Background: an optimization exercise with open tools, aiming at a short achievable clock period and few clock cycles. Do not read the settings as production practice.
Function was checked by simulation only, so behaviour that the tests miss may differ from the original.
No activity file was given, so power comes from the tool's default toggle rates.

### flow/standard.sh
#!/bin/bash
# synth_recipe.tcl (not shown) runs the flow's synth.tcl, then flattens the netlist and writes it again
# the make line also repeats each setting of config.mk as NAME=value (left out here)
make -C /OpenROAD-flow-scripts/flow DESIGN_CONFIG=/design/flow/config.mk WORK_HOME=/design/flow/orfs CLKGATE_MAP_FILE= SYNTH_SCRIPT=/design/flow/synth_recipe.tcl "${@:-finish}"
### flow/constraint.sdc
create_clock -name core_clock -period 8.5 [get_ports {clk}]
set_input_delay 1.7000 -clock core_clock [delete_from_list [all_inputs] [get_ports {clk}]]
set_output_delay 1.7000 -clock core_clock [all_outputs]
set_load 0.01 [all_outputs]
### flow/design.v
`timescale 1ns / 1ps
module mips(
    input clk,
    input reset,
    output [11:2] im_addr,
    input [31:0] im_rdata,
    output [11:2] dm_addr,
    output [31:0] dm_wdata,
    output dm_we,
    input [31:0] dm_rdata,
    output wb_en,
    output [4:0] wb_reg,
    output [31:0] wb_data,
    output [31:0] wb_pc
    );
    function [32:0] kadd;
        input [31:0] a;
        input [31:0] b;
        input        cin;
        reg [31:0] p, g, pp, gg;
        integer lv, i;
        begin
            p = a ^ b;
            g = a & b;
            pp = p;
            gg = g;
            for (lv = 1; lv < 32; lv = lv * 2)
                for (i = 31; i >= 0; i = i - 1)
                    if (i & lv) begin
                        gg[i] = gg[i] | (pp[i] & gg[(i & ~(lv - 1)) - 1]);
                        pp[i] = pp[i] & pp[(i & ~(lv - 1)) - 1];
                    end
            gg = gg | (pp & {32{cin}});
            kadd = {gg[31], p ^ {gg[30:0], cin}};
        end
    endfunction
    reg [31:0] pc_f;
    reg        v_d;
    reg [31:0] pc_d, pc8_d;
    reg [15:0] blo_d;
    reg        bc_d;
    reg [15:0] imm_d;
    reg [25:0] jidx_d;
    reg [31:0] rsv_d, rtv_d;         
    reg        addu_d, subu_d, jr_d, j_d, jal_d, beq_d, ori_d, lui_d, lw_d, sw_d;
    reg [4:0]  dst_d;
    reg        wr_d, urs_d, urt_d, bpt_d, early_d;
    reg        em_rs, em_rt;         
    reg        mm_rs, mm_rt;         
    reg        v_e;
    reg [31:0] pc_e, a_e, b_e, sd_e, ev_e, alt_e;
    reg [4:0]  dst_e;
    reg        wr_e, early_e, lw_e, sw_e, mem_e, sub_e;
    reg        chk_t_e, chk_n_e;
    reg        fs_lw_e;
    reg [31:0] ao_m, sd_m, pc_m;
    reg [31:1] wen_m;
    reg [11:2] da_m;
    reg [4:0]  dst_m;
    reg        wr_m, lw_m, we_m;
    reg [31:0] pc_w, wd_w;
    reg [4:0]  dst_w;
    reg        wr_w;
    reg [31:0] regs [1:31];
    integer i;
    wire [31:0] res_m = lw_m ? dm_rdata : ao_m;
    wire [5:0]  f_op = im_rdata[31:26];
    wire [5:0]  f_fn = im_rdata[5:0];
    wire [4:0]  f_rs = im_rdata[25:21];
    wire [4:0]  f_rt = im_rdata[20:16];
    wire [4:0]  f_rd = im_rdata[15:11];
    wire [15:0] f_imm = im_rdata[15:0];
    wire f_isR  = (f_op == 6'h00);
    wire f_addu = f_isR && (f_fn == 6'h21);
    wire f_subu = f_isR && (f_fn == 6'h23);
    wire f_jr   = f_isR && (f_fn == 6'h08);
    wire f_j    = (f_op == 6'h02);
    wire f_jal  = (f_op == 6'h03);
    wire f_beq  = (f_op == 6'h04);
    wire f_ori  = (f_op == 6'h0d);
    wire f_lui  = (f_op == 6'h0f);
    wire f_lw   = (f_op == 6'h23);
    wire f_sw   = (f_op == 6'h2b);
    wire [4:0] f_dst = (f_addu || f_subu) ? f_rd :
                       (f_ori || f_lui || f_lw) ? f_rt :
                       f_jal ? 5'd31 : 5'd0;
    wire f_urs = f_addu || f_subu || f_ori || f_lw || f_sw || f_beq || f_jr;
    wire f_urt = f_addu || f_subu || f_beq;
    wire [31:0] f_grs = (f_rs == 5'd0) ? 32'd0 : regs[f_rs];
    wire [31:0] f_grt = (f_rt == 5'd0) ? 32'd0 : regs[f_rt];
    wire [31:0] f_vrs = (wr_m && dst_m == f_rs) ? res_m : f_grs;
    wire [31:0] f_vrt = (wr_m && dst_m == f_rt) ? res_m : f_grt;
    wire [32:0] pc4_s = kadd({2'b00, pc_f[31:2]}, 32'd0, 1'b1);
    wire [32:0] pc8_s = kadd({3'b000, pc_f[31:3]}, 32'd0, 1'b1);
    wire [32:0] blo_s = kadd({16'd0, pc_f[17:2]}, {16'd0, f_imm}, 1'b1);
    wire [31:0] pc4_f = {pc4_s[29:0], pc_f[1:0]};
    wire [31:0] pc8_f = {pc8_s[28:0], pc_f[2:0]};
    wire d_jr   = v_d && jr_d;
    wire d_beq  = v_d && beq_d;
    wire d_lw   = v_d && lw_d;
    wire d_sw   = v_d && sw_d;
    wire d_wr   = v_d && wr_d;
    wire d_urs  = v_d && urs_d;
    wire d_urt  = v_d && urt_d;
    wire d_predt = v_d && (j_d || jal_d || jr_d || (beq_d && bpt_d));
    wire [31:0] fv_rs = em_rs ? eres : mm_rs ? res_m : rsv_d;
    wire [31:0] fv_rt = em_rt ? eres : mm_rt ? res_m : rtv_d;
    wire [31:0] fj_rs = em_rs ? ev_e : mm_rs ? res_m : rsv_d;
    wire [31:0] d_ev = jal_d ? pc8_d : lui_d ? {imm_d, 16'd0} : {16'd0, imm_d};
    wire stall = (lw_e && ((em_rs && d_urs) || (em_rt && d_urt))) ||
                 (d_jr && em_rs && !early_e) ||
                 (d_jr && mm_rs && lw_m);
    wire [13:0] phi = pc_d[31:18];
    wire [32:0] phi_p = kadd({18'd0, phi}, 32'd0, 1'b1);
    wire [32:0] phi_m = kadd({18'd0, phi}, 32'hffffffff, 1'b0);
    wire [13:0] bhi = (imm_d[15] == bc_d) ? phi :
                      imm_d[15] ? phi_m[13:0] : phi_p[13:0];
    wire [31:0] btgt_d = {bhi, blo_d, pc_d[1:0]};
    wire [31:0] d_target = (j_d || jal_d) ? {pc_d[31:28], jidx_d, 2'b00} :
                           jr_d ? fj_rs : btgt_d;
    wire [31:0] d_alt = bpt_d ? pc8_d : btgt_d;
    wire [31:0] esum = kadd(a_e, b_e, sub_e);
    wire [31:0] eres = esum;
    wire eeq = (a_e == b_e);
    wire mispredict = (chk_t_e && !eeq) || (chk_n_e && eeq);
    always @(posedge clk) begin
        if (reset)
            pc_f <= 32'h00003000;
        else if (mispredict)
            pc_f <= alt_e;
        else if (!stall)
            pc_f <= d_predt ? d_target : pc4_f;
        if (reset)
            v_d <= 1'b0;
        else if (!stall)
            v_d <= !mispredict;
        if (!stall) begin
            pc_d    <= pc_f;
            pc8_d   <= pc8_f;
            blo_d   <= blo_s[15:0];
            bc_d    <= blo_s[16];
            imm_d   <= f_imm;
            jidx_d  <= im_rdata[25:0];
            rsv_d   <= f_vrs;
            rtv_d   <= f_vrt;
            addu_d  <= f_addu;
            subu_d  <= f_subu;
            jr_d    <= f_jr;
            j_d     <= f_j;
            jal_d   <= f_jal;
            beq_d   <= f_beq;
            ori_d   <= f_ori;
            lui_d   <= f_lui;
            lw_d    <= f_lw;
            sw_d    <= f_sw;
            dst_d   <= f_dst;
            wr_d    <= (f_dst != 5'd0);
            urs_d   <= f_urs;
            urt_d   <= f_urt;
            bpt_d   <= (f_rs == f_rt) || f_imm[15];
            early_d <= f_jal || f_lui || (f_ori && f_rs == 5'd0);
            em_rs   <= d_wr && (dst_d == f_rs);
            em_rt   <= d_wr && (dst_d == f_rt);
            mm_rs   <= v_e && wr_e && (dst_e == f_rs);
            mm_rt   <= v_e && wr_e && (dst_e == f_rt);
        end else begin
            if (mm_rs) rsv_d <= res_m;
            if (mm_rt) rtv_d <= res_m;
            em_rs   <= 1'b0;
            em_rt   <= 1'b0;
            mm_rs   <= em_rs;
            mm_rt   <= em_rt;
        end
        if (reset)
            v_e <= 1'b0;
        else
            v_e <= !stall && v_d;
        pc_e    <= pc_d;
        a_e     <= jal_d ? pc8_d : fv_rs;
        b_e     <= (addu_d || beq_d) ? fv_rt :
                   subu_d ? ~fv_rt :
                   lui_d ? {imm_d, 16'd0} :
                   ori_d ? {16'd0, imm_d & ~fv_rs[15:0]} :
                   jal_d ? 32'd0 : {{16{imm_d[15]}}, imm_d};
        sd_e    <= fv_rt;
        ev_e    <= d_ev;
        alt_e   <= d_alt;
        dst_e   <= dst_d;
        wr_e    <= d_wr;
        early_e <= early_d;
        lw_e    <= lw_d;
        sw_e    <= sw_d;
        mem_e   <= d_lw || d_sw;
        sub_e   <= subu_d;
        chk_t_e <= !stall && d_beq && bpt_d && !mispredict;
        chk_n_e <= !stall && d_beq && !bpt_d && !mispredict;
        fs_lw_e  <= em_rt && d_sw && lw_e;
        if (reset) begin
            wr_m <= 1'b0;
            we_m <= 1'b0;
        end else begin
            wr_m <= v_e && wr_e;
            we_m <= v_e && sw_e;
        end
        pc_m  <= pc_e;
        ao_m  <= eres;
        da_m  <= esum[11:2];
        sd_m  <= fs_lw_e ? dm_rdata : sd_e;
        for (i = 1; i < 32; i = i + 1)
            wen_m[i] <= v_e && wr_e && (dst_e == i);
        dst_m <= dst_e;
        lw_m  <= lw_e;
        if (reset)
            wr_w <= 1'b0;
        else
            wr_w <= wr_m;
        pc_w  <= pc_m;
        wd_w  <= res_m;
        dst_w <= dst_m;
    end
    integer j;
    always @(posedge clk) begin
        for (j = 1; j < 32; j = j + 1)
            if (reset)
                regs[j] <= 32'd0;
            else if (wen_m[j])
                regs[j] <= res_m;
    end
    assign im_addr  = pc_f[11:2];
    assign dm_addr  = da_m;
    assign dm_wdata = sd_m;
    assign dm_we    = we_m;
    assign wb_en    = wr_w;
    assign wb_reg   = dst_w;
    assign wb_data  = wd_w;
    assign wb_pc    = pc_w;
endmodule
### flow/flow/run.sh
#!/bin/bash
set -euo pipefail
bash standard.sh SETUP_SLACK_MARGIN=6 finish > standard.log 2>&1
### flow/config.mk
export PLATFORM = sky130hd
export DESIGN_NAME = mips
export DESIGN_NICKNAME = mips
export VERILOG_FILES = /design/flow/design.v
export SDC_FILE = /design/flow/constraint.sdc
export NUM_CORES = 4
export LEC_CHECK = 0
export CAP_MARGIN = 20
export CORE_MARGIN = 2
export CORE_UTILIZATION = 35
export PLACE_DENSITY = 0.45
export SLEW_MARGIN = 20
==> impl_metrics.tcl <==
set metrics [dict create \
    rsz0062_at_grt "yes" \
    maxCapViolations 0 \
    gr-usage-all-layers_pct 41.9 \
    wl_per_cell_um 39.8 \
    ir_drop_mv 0.265 \
    ff_latch_area_mm2 0.0341 \
    drv_slew 0 \
    vias_per_cell 6.75 \
    setup_viol 0 \
    tightest_slew_ns 1.20 \
    synth_cells 7482 \
    nets 8182 \
    holdPathStages 0 \
    num_rows 162 \
    r2r_slack_ns 5.50 \
    crit_required_ns 9.27 \
    gp_congestion 0.961 \
    grt_max_degree 179 \
    arrival_ns 4.22 \
    synth_area_leader_cell "dfxtp_1" \
    grt_pass1_wl_mm 579 \
    clock-root-buffer "clkbuf_16" \
    synth-main-ff-cell "dfxtp_1" \
    period_share_pct 40.6 \
    reg2reg_from "pc_f[2]" \
    run_status "complete, no violations" \
    path_class "in -> reg" \
    overflow 0 \
    core_mm2 0.195 \
    antenna_found_initial 38 \
    htreeDepth 4 \
    clock_skew_ns 0.0507 \
    mostFrequentLayoutCell "dfxtp_1" \
    syn_nets 7615 \
    hold_class "reg -> reg" \
    netlist_area_mm2 0.0687 \
    ys_types 79 \
    die_x_um 447 \
    portBuffers 188 \
    hold_viol 0 \
    clk_latency_ns 0.89 \
    drive_gt1_share_pct 30.3 \
    drtIter0Drc 14100 \
    fmax_mhz 290 \
    slowest_stage "nor3_4" \
    dr.pass1.iters 17 \
    io_pins 189 \
    drc 0 \
    hpwl_mm 232 \
    setup_slack_ns 5.05 \
    die_area_mm2 0.200 \
    stdcell_area_mm2 0.0966 \
    hold_buffers 0 \
    ys_seq_area_share_pct 49.3 \
    synth_area_leaders "dfxtp_1 (44%), a211oi_1 (12%), nor2_1 (6.9%)" \
    cpMostUsedCell "buf_6" \
    path_clk_slew_ns 0.06 \
    crit_start "im_rdata[25]" \
    async_flop_share_pct 0 \
    vias 73400 \
    hold_path.startpoint "pc_m[3]" \
    cts.sinks 1628 \
    finalNonFillerCells 10900 \
    r2r_end "bc_d" \
    syn_to_final_growth_pct 40.7 \
    p_leak_nw 34.1 \
    dpl-instance-area_mm2 0.0748 \
    first_global_vias 66900 \
    post-route-util_pct 49.6 \
    final_cell_mix "dfxtp_1 (1371), nor2_1 (1157), a211oi_1 (1028), buf_4 (486), a22oi_1 (380)" \
    maxSlewHeadroom_pct 20.2 \
    cts_tree "built" \
    rr_worst_depth 14 \
    worstPathCellList "buf_6 -> buf_12 -> nand2b_4 -> buf_6 -> buf_6 -> nor2_4 -> buf_12 -> bufbuf_16 -> a221oi_2 -> nand4_1 -> nor3_4 -> o22ai_1 -> nand2_1 -> o21ai_1" \
    synth-edff-count 124 \
    drt-total-wl_mm 432 \
    yosys.area.top_type_share_pct 43.8 \
    multiInputGateArea_mm2 0.0376 \
    cts.path.max_buffers 3 \
    post-place-ws_ns 2.75 \
    layout_min_cycle_time_ns 3.45 \
    critPathMaxStageDelay_ns 0.66 \
    syn_area_per_cell_um2 9.18 \
    synth-seq-cells 1628 \
    start_kind "input port" \
    min_to "pc_w[3]" \
    initial_core_util_pct 35.2 \
    power_density_mw_per_mm2 193 \
    dpl.cell_count 9715 \
    cp-end-kind "flop" \
    fillers 17900 \
    finalSetupTns_ns 0 \
    antenna_left 0 \
    die_h_um 447 \
    cts_buffers 184 \
    yosys_warnings 34 \
    crit_fanout 7 \
]
## Yosys cell counts (all sizes together), types with 89 or more instances
cell type and n:
a211oi 1091, a21oi 198, a221oi 253, a22o 242, a22oi 400, clkbuf 712
dfxtp 1504, edfxtp 124, inv 89, nand2 230, nand3 102, nand4 150
nor2 1265, nor3 99, o21ai 271
## repair_timing
item | 4_1_cts | 5_1_grt
pin swaps | 508 | 218
cloned | 97 | 0
setup buffers | 550 | 125
endpoints found under the setup margin | 780 | 409
gates resized for setup | 2086 | 347
endpoints found under the hold margin | 0 | 0
## cell families after synthesis
logic type | share of synthesized area, %
adder cells (fa/ha/maj) | 1.23
multiplexers | 1.83
buffers and inverters | 5.01
flip-flops | 49.3
XOR/XNOR | 1.35
AND/OR/NAND/NOR | 12.4
AO/OA/AOI/OAI | 29.0
## stage by stage
stage / power (mW) / hold slack, ns
finish: 18.7 / 0.318
global route: 19.0 / 0.319
CTS: 18.5 / 0.319
detailed placement: 9.41 / 0.312
global placement: 9.41 / 0.312
floorplan: 8.82 / 0.310
## worst max-delay path by stage
| stage | end | slack [ns] | depth (start not counted) |
|---|---|---|---|
| after floorplan | bc_d | 4.43 | 12 |
| after global placement | rtv_d[12] | 1.93 | 9 |
| after detailed placement | rsv_d[30] | 2.75 | 11 |
| after CTS | bc_d | 5.24 | 14 |
| after global routing | rsv_d[21] | 5.01 | 14 |
| final | rsv_d[21] | 5.05 | 14 |
## flip-flops by register name, summed over array words and instances (netlist names), 32 cells and up
name   flops
ev_e      32
b_e       32
rsv_d     32
rtv_d     32
alt_e     32
sd_e      32
pc_f      32
wd_w      32
pc_w      32
sd_m      32
pc_d      32
a_e       32
regs     992
pc_m      32
pc_e      32
## critical path, delay by kind of cell
kind,cells,cell delay [ns]
and+or+nand+nor,5,1.16
buffers and inverters,6,0.83
AOI/OAI and AO/OA,3,0.48
## per-layer routing
| layer | up-vias | global-route usage [%] | wire, µm |
|---|---|---|---|
| met4 | 18 | 28.0 | 37300 |
| li1 | 29500 | - | - |
| met1 | 35700 | 53.0 | 165000 |
| met5 | - | 0 | 275 |
| met2 | 6271 | 56.4 | 167000 |
| met3 | 1898 | 19.2 | 62800 |
## layout make-up
cell class | count | area share, %
antenna | 33 | 0.0855
clock buffer | 272 | 5.58
sequential | 1628 | 35.3
inverter | 89 | 0.374
clock inverter | 69 | 0.944
timing repair buffer | 1174 | 15.4
tap | 2624 | 3.40
multi-input combinational | 4972 | 38.9
## report_power, final
group,leakage (nW),switching (mW),total [mW],internal (mW)
clock,3.07,3.53,8.43,4.90
combinational,17.4,1.34,2.23,0.883
sequential,13.7,0.134,8.00,7.87
Testbench counts, summed over its fixed seeds: cycles 61,848.

## re-timing with driven ports
The results above use ideal ports. As a check the final layout listed here was re-extracted and re-timed, cells and wires unchanged. Step 1, drivers: a clkbuf_16 drives clk and a buf_2 each remaining input, both assumed. Step 2 times the ports against the registers' clock, not the clock port: input delays grow and output delays shrink by t, the midpoint of the rising clock arrivals with the driver on. Slacks: no drivers / after step 1 / after step 2; pairs: no drivers / after step 1.
shift t [ns]: 0.965
slack for setup (ns): 5.049 / 5.104 / 4.140
worst hold slack (ns): 0.318 / 0.318 / 0.318
After both steps setup and hold are still met in this run. For this run, drivers alone change the setup slack by +0.055 ns; drivers and shift together by -0.909 ns.
